This is an optimization exercise on Yosys and OpenROAD, whose aim is a short achievable clock period and few clock cycles, not a production implementation. Function was checked by simulation only, so behaviour that the tests miss may differ from the original. Power and IR drop assume default switching activity.

==> flow/design.v (excerpt) <==
module cpu(clock, reset, imem_addr, imem_rdata, dmem_addr, dmem_we, dmem_wdata, dmem_rdata);
Size: ~400 flip-flops, roughly 74 I/O pins.
clock: 6.0 ns
lec_check: 0
abc_clock_period_in_ps: 2000
cap_margin: 20
core_margin: 2
core_utilization: 40
setup_slack_margin: 4
slew_margin: 20
run.sh (not shown) runs the stock make flow with config.mk's settings and CLKGATE_MAP_FILE= SYNTH_SCRIPT=/design/flow/synth_recipe.tcl, a recipe that flattens the netlist after the stock synthesis.
The first run completed with no timing, DRC or antenna violations.
Testbench counts at the start, summed over its fixed seeds: cycles 61,784.
Edit:
--- a/flow/design.v
+++ b/flow/design.v
@@ -90,32 +90,22 @@
 	wire [7:0] w_wo8 = {w_wo, 1'b0};
 	wire x_lz = (x_alo ^ x_blo) == {x_alo[6:0] | x_blo[6:0], 1'b0};
 	wire d_z = zfv[f_rs1];
 	wire d_n = sgv[f_rs1];
 	wire d_guess = p1_1 && x_alu && x_add;
 	wire d_known = !p1_1 && !p2_1 && !w_wo8[f_rs1];
 	wire d_tk = ir[10:9] == 2'd0 ? d_z : ir[10:9] == 2'd1 ? (!d_n && !d_z) : (d_n || d_z);
 	wire pred1 = d_br && (d_guess ? ir[10:9] != 2'd1 : d_known ? d_tk : ir[5]);
 	wire pred0 = d_br && (d_guess ? ir[10:9] == 2'd1 : d_known ? d_tk : ir[5]);
 	wire d_pred = x_lz ? pred1 : pred0;
-	reg stall_r;
-	wire stall = stall_r;
-	wire d_wsh = d_sh && f_rd != 3'd0;           
-	wire d_wld = d_ld && f_rd != 3'd0;           
-	wire d_wany = d_wr && f_rd != 3'd0;
-	wire f_mem  = f_op == 4'd10 || f_op == 4'd11;
-	wire f_u1   = (f_op >= 4'd1) && (f_op <= 4'd12);
-	wire f_u2   = f_rr && (f_op != 4'd5);
-	wire f_h1   = imem_rdata[8:6] == f_rd;
-	wire f_h2   = imem_rdata[5:3] == f_rd;
-	wire stall_next = (f_u1 && f_h1 && (d_wsh || d_wld || (f_mem && d_wany))) ||
-	                  (f_u2 && f_h2 && (d_wsh || d_wld));
+	wire stall = (use1 && p1_1 && (x_sh || x_ldw || d_ld || d_st)) ||
+	             (use2 && p1_2 && (x_sh || x_ldw));
 	wire [8:0] sum_lo  = {1'b0, x_alo} + {1'b0, x_blo};
 	wire [8:0] diff_lo = {1'b0, x_alo} + {1'b0, ~x_blo} + 9'd1;
 	wire [7:0] log_lo  = ({8{x_and}} & (x_alo & x_blo)) |
 	                     ({8{x_or}}  & (x_alo | x_blo)) |
 	                     ({8{x_not}} & ~x_alo);
 	wire [7:0] res_lo  = ({8{x_add}} & sum_lo[7:0]) | ({8{x_sub}} & diff_lo[7:0]) | log_lo;
 	wire [2:0] ah0 = x_ahi[2:0] + x_bhi[2:0];
 	wire [2:0] ah1 = {ah0[2] ^ (ah0[1] & ah0[0]), ah0[1] ^ ah0[0], ~ah0[0]};
 	wire [2:0] addr_hi = sum_lo[8] ? ah1 : ah0;
 	wire [15:0] ya = {y_ahi, y_alo};
@@ -193,21 +183,20 @@
 		({8{~rr}} & imm[7:0]);
 	wire [2:0] y_hi3 = ({3{y_alu}} & res_hi[2:0]) | ({3{y_sh}} & shres[10:8]) |
 	                   ({3{y_ldw}} & dmem_rdata[10:8]);
 	wire [7:0] a_hi = {r1[15:11], p2_1 ? y_hi3 : r1[10:8]};
 	wire [7:0] b_hi = rr ? r2[15:8] : imm[15:8];
 	wire y_log = y_and | y_or | y_not;
 	always @(posedge clock) begin
 		if (reset) begin
 			pc <= 11'd0;
 			ir <= 16'h0000;      
-			stall_r <= 1'b0;
 			pd_rr <= 1'b0; pd_addi <= 1'b0; pd_ld <= 1'b0; pd_st <= 1'b0; pd_br <= 1'b0;
 			pd_inv <= 1'b1; pd_sh <= 1'b0; pd_use1 <= 1'b0; pd_use2 <= 1'b0;
 			pd_add <= 1'b0; pd_sub <= 1'b0; pd_and <= 1'b0; pd_or <= 1'b0;
 			pd_not <= 1'b0; pd_shl <= 1'b0; pd_shr <= 1'b0;
 			ir_v <= 1'b1;
 			x_add <= 1'b0; x_sub <= 1'b0; x_and <= 1'b0; x_or <= 1'b0;
 			x_not <= 1'b0; x_shl <= 1'b0; x_shr <= 1'b0;
 			x_ld <= 1'b0; x_st <= 1'b0; x_br <= 1'b0;
 			x_rd <= 3'd0; x_alu <= 1'b0; x_sh <= 1'b0; x_ldw <= 1'b0; x_kill <= 1'b0;
 			y_add <= 1'b0; y_sub <= 1'b0; y_and <= 1'b0; y_or <= 1'b0;
@@ -234,21 +223,20 @@
 				pd_or   <= f_op == 4'd4;
 				pd_not  <= f_op == 4'd5;
 				pd_shl  <= f_op == 4'd6;
 				pd_shr  <= f_op == 4'd7 || f_op == 4'd8;
 			end
 			if (squash)
 				ir_v <= 1'b0;
 			else if (!stall)
 				ir_v <= 1'b1;
 			x_kill <= squash;
-			stall_r <= !stall && !squash && stall_next;
 			if (stall) begin
 				x_add <= 1'b0; x_sub <= 1'b0; x_and <= 1'b0; x_or <= 1'b0;
 				x_not <= 1'b0; x_shl <= 1'b0; x_shr <= 1'b0;
 				x_ld <= 1'b0; x_st <= 1'b0; x_br <= 1'b0;
 				x_rd <= 3'd0; x_alu <= 1'b0; x_sh <= 1'b0; x_ldw <= 1'b0;
 			end else begin
 				x_add <= ir_v && pd_add;
 				x_sub <= ir_v && pd_sub;
 				x_and <= ir_v && pd_and;
 				x_or  <= ir_v && pd_or;
=> Total power is lower by 0.62%. Count of clock-buffer cells in the layout is higher by 6. Via count is about the same. Hold slack gets worse by 0.029 ns. Register-to-register slack gets better by 0.08 ns. Synthesized area is lower by 0.73%. Worst setup slack gets better by 0.079 ns. Cell area is higher by 2.0%. Core utilization is higher by 1.2 points. Routed wire length is higher by 1.7%. First-iteration DRC count is lower by 4.5%. Sequential power barely changes. Critical path depth is unchanged. Maximum frequency is higher by 3.1%.
Testbench counts after the change, summed over its fixed seeds: cycles 61,784.

========
cpu, a different RTL version from the one above (not shown whole).
For scale: ~2300 cells after synthesis, ~380 flip-flops, about 74 I/O pins, roughly 22000 um2 of cells after synthesis.
Settings: LEC_CHECK=0, ABC_CLOCK_PERIOD_IN_PS=2000, CAP_MARGIN=20, CORE_MARGIN=2, CORE_UTILIZATION=40, SETUP_SLACK_MARGIN=4, SLEW_MARGIN=20; clock period 6.0 ns.
Testbench counts at the start, summed over its fixed seeds: cycles 63,595.
Rerun with:
--- a/flow/design.v
+++ b/flow/design.v
@@ -45,14 +45,15 @@
 	reg        y_pred;
 	reg        y_late;       
 	reg [10:0] y_base;
 	reg [10:0] y_tgt;        
 	reg [7:1]  w_wo;
 	reg [15:0] w_val;
 	reg [15:0] rf [1:7];
+	reg [7:1]  zf;           
 	wire [3:0] op  = ir[15:12];
 	wire [2:0] f_rd  = ir[11:9];
 	wire [2:0] f_rs1 = ir[8:6];
 	wire [2:0] f_rs2 = ir[5:3];
 	wire rr     = ir_v && (op >= 4'd1) && (op <= 4'd8);       
 	wire d_addi = ir_v && op == 4'd9;
 	wire d_ld   = ir_v && op == 4'd10;
@@ -62,23 +63,39 @@
 		|| (((op >= 4'd1) && (op <= 4'd8)) && (ir[2:0] != 3'b0)));
 	wire d_br   = ir_v && d_brop && !d_inv;
 	wire d_sh   = ir_v && (op >= 4'd6) && (op <= 4'd8);
 	wire d_wr   = rr || d_addi || d_ld;             
 	wire use1   = ir_v && (op >= 4'd1) && (op <= 4'd12);
 	wire use2   = rr && (op != 4'd5);
 	wire [15:0] imm = {{10{ir[5]}}, ir[5:0]};
-	wire d_pred = d_br && (ir[5] || (f_rs1 == 3'd0 && ir[10:9] != 2'd1));
 	wire x_w = x_rd != 3'd0 && !x_kill;
 	wire y_w = y_rd != 3'd0;
 	wire p1_1 = x_w && f_rs1 == x_rd;
 	wire p1_2 = x_w && f_rs2 == x_rd;
 	wire p1_3 = x_w && f_rd  == x_rd;
 	wire p2_1 = !p1_1 && y_w && f_rs1 == y_rd;
 	wire p2_2 = !p1_2 && y_w && f_rs2 == y_rd;
 	wire p2_3 = !p1_3 && y_w && f_rd  == y_rd;
+	wire [7:0] zfv = {zf, 1'b1};
+	wire [7:0] sgv;
+	assign sgv[0] = 1'b0;
+	genvar gz;
+	generate for (gz = 1; gz < 8; gz = gz + 1) begin : sgg
+		assign sgv[gz] = rf[gz][15];
+	end endgenerate
+	wire [7:0] w_wo8 = {w_wo, 1'b0};
+	wire x_lz = (x_alo ^ x_blo) == {x_alo[6:0] | x_blo[6:0], 1'b0};
+	wire d_z = zfv[f_rs1];
+	wire d_n = sgv[f_rs1];
+	wire d_guess = p1_1 && x_alu && x_add;
+	wire d_known = !p1_1 && !p2_1 && !w_wo8[f_rs1];
+	wire d_tk = ir[10:9] == 2'd0 ? d_z : ir[10:9] == 2'd1 ? (!d_n && !d_z) : (d_n || d_z);
+	wire pred1 = d_br && (d_guess ? ir[10:9] != 2'd1 : d_known ? d_tk : ir[5]);
+	wire pred0 = d_br && (d_guess ? ir[10:9] == 2'd1 : d_known ? d_tk : ir[5]);
+	wire d_pred = x_lz ? pred1 : pred0;
 	wire stall = (use1 && p1_1 && (x_sh || x_ldw || d_ld || d_st)) ||
 	             (use2 && p1_2 && (x_sh || x_ldw));
 	wire [8:0] sum_lo  = {1'b0, x_alo} + {1'b0, x_blo};
 	wire [8:0] diff_lo = {1'b0, x_alo} + {1'b0, ~x_blo} + 9'd1;
 	wire [7:0] log_lo  = ({8{x_and}} & (x_alo & x_blo)) |
 	                     ({8{x_or}}  & (x_alo | x_blo)) |
 	                     ({8{x_not}} & ~x_alo);
@@ -109,15 +126,15 @@
 		y_fall[0] = ~y_base[0];
 		for (k = 1; k < 11; k = k + 1)
 			y_fall[k] = y_base[k] ^ (&(y_base | ~((11'd1 << k) - 11'd1)));
 	end
 	wire [10:0] x_off = {{5{x_imm[5]}}, x_imm};
 	wire [10:0] lt_t;
 	ks_add11 lt_u(.a(y_tgt), .b(x_off), .s(lt_t));
-	wire [10:0] lt_f = y_fall + x_off;
+	wire [10:0] lt_f = y_base + x_off + 11'd1;
 	wire [10:0] nx1 = tk1 ? y_tgt : y_fall;
 	wire [10:0] nx0 = tk0 ? y_tgt : y_fall;
 	wire rd1 = y_br && (y_late || (tk1 != y_pred));
 	wire rd0 = y_br && (y_late || (tk0 != y_pred));
 	wire redirect = a_zero ? rd1 : rd0;
 	wire squash   = redirect && !y_late;
 	assign dmem_addr  = y_addr;
@@ -126,15 +143,18 @@
 	reg [10:0] pc_inc;
 	always @* begin
 		pc_inc[0] = ~pc[0];
 		for (k = 1; k < 11; k = k + 1)
 			pc_inc[k] = pc[k] ^ (&(pc | ~((11'd1 << k) - 11'd1)));
 	end
 	wire [10:0] d_tgt = pc + {{5{ir[5]}}, ir[5:0]};
-	wire [10:0] pc_norm = (stall || d_inv) ? pc : d_pred ? d_tgt : pc_inc;
+	wire [10:0] pc_hold = (stall || d_inv) ? pc : pc_inc;
+	wire [10:0] norm1 = (pred1 && !stall) ? d_tgt : pc_hold;
+	wire [10:0] norm0 = (pred0 && !stall) ? d_tgt : pc_hold;
+	wire [10:0] pc_norm = x_lz ? norm1 : norm0;
 	wire [10:0] pc_next = a_zero ? (rd1 ? nx1 : pc_norm) : (rd0 ? nx0 : pc_norm);
 	assign imem_addr = {pc, 1'b0};
 	wire [15:0] rv [0:7];
 	assign rv[0] = 16'd0;
 	genvar g;
 	generate for (g = 1; g < 8; g = g + 1) begin : rvg
 		assign rv[g] = w_wo[g] ? w_val : rf[g];
@@ -209,16 +229,18 @@
 			y_not <= x_not; y_shl <= x_shl; y_shr <= x_shr;
 			y_ld <= x_ld && !x_kill; y_st <= x_st && !x_kill; y_br <= x_br && !x_kill;
 			y_rd <= x_kill ? 3'd0 : x_rd;
 			y_wo <= x_kill ? 7'd0 : (8'd1 << x_rd) >> 1;
 			y_alu <= x_alu && !x_kill; y_sh <= x_sh && !x_kill; y_ldw <= x_ldw && !x_kill;
 			w_wo <= y_wo;
 			for (k = 1; k < 8; k = k + 1)
-				if (w_wo[k])
+				if (w_wo[k]) begin
 					rf[k] <= w_val;
+					zf[k] <= w_val == 16'd0;
+				end
 		end
 		x_cond <= ir[10:9];
 		x_imm  <= ir[5:0];
 		x_alo  <= a_lo;
 		x_blo  <= b_lo;
 		x_ahi  <= a_hi;
 		x_bhi  <= b_hi;
What happened:
- synthesized area increases by 0.72%
- via count hardly moves
- cell count decreases by 0.52%
- first-iteration DRC count increases by 0.86%
- synthesized cell count decreases by 0.84%
- critical path depth decreases by 1
Testbench counts after the change, summed over its fixed seeds: cycles 61,784.

-- what the ideal ports hide --
In the flow no input, the clock included, has a driving cell. The finished layouts below were timed again as built, in two steps.
Step 1 sets driving cells, clkbuf_16 on the clock port and buf_2 on the other inputs (assumed; they add their load-dependent delay and slew).
Step 2 also shifts input and output timing later by t, the mid clock arrival at the registers, as if the neighbouring blocks saw the same clock.
Slacks: ideal ports / drivers / drivers and shift; pairs: ideal ports / drivers.
run | t, ns | setup WS [ns] | worst slew at a driven data input, ns
the first run of note 1 | 0.639 | 3.339 / 3.339 / 2.891 | 0.09
the second run of note 1 | 0.649 | 3.418 / 3.418 / 3.231 | 0.04
the first run of note 2 | 0.637 | 3.501 / 3.501 / 3.195 | 0.10
the second run of note 2 | 0.645 | 3.335 / 3.335 / 2.976 | 0.04
After both steps every run listed still meets setup and hold. The setup slack of the first run of note 1, which loses most, moves by 0.000 ns with the drivers and by -0.448 ns with both steps.
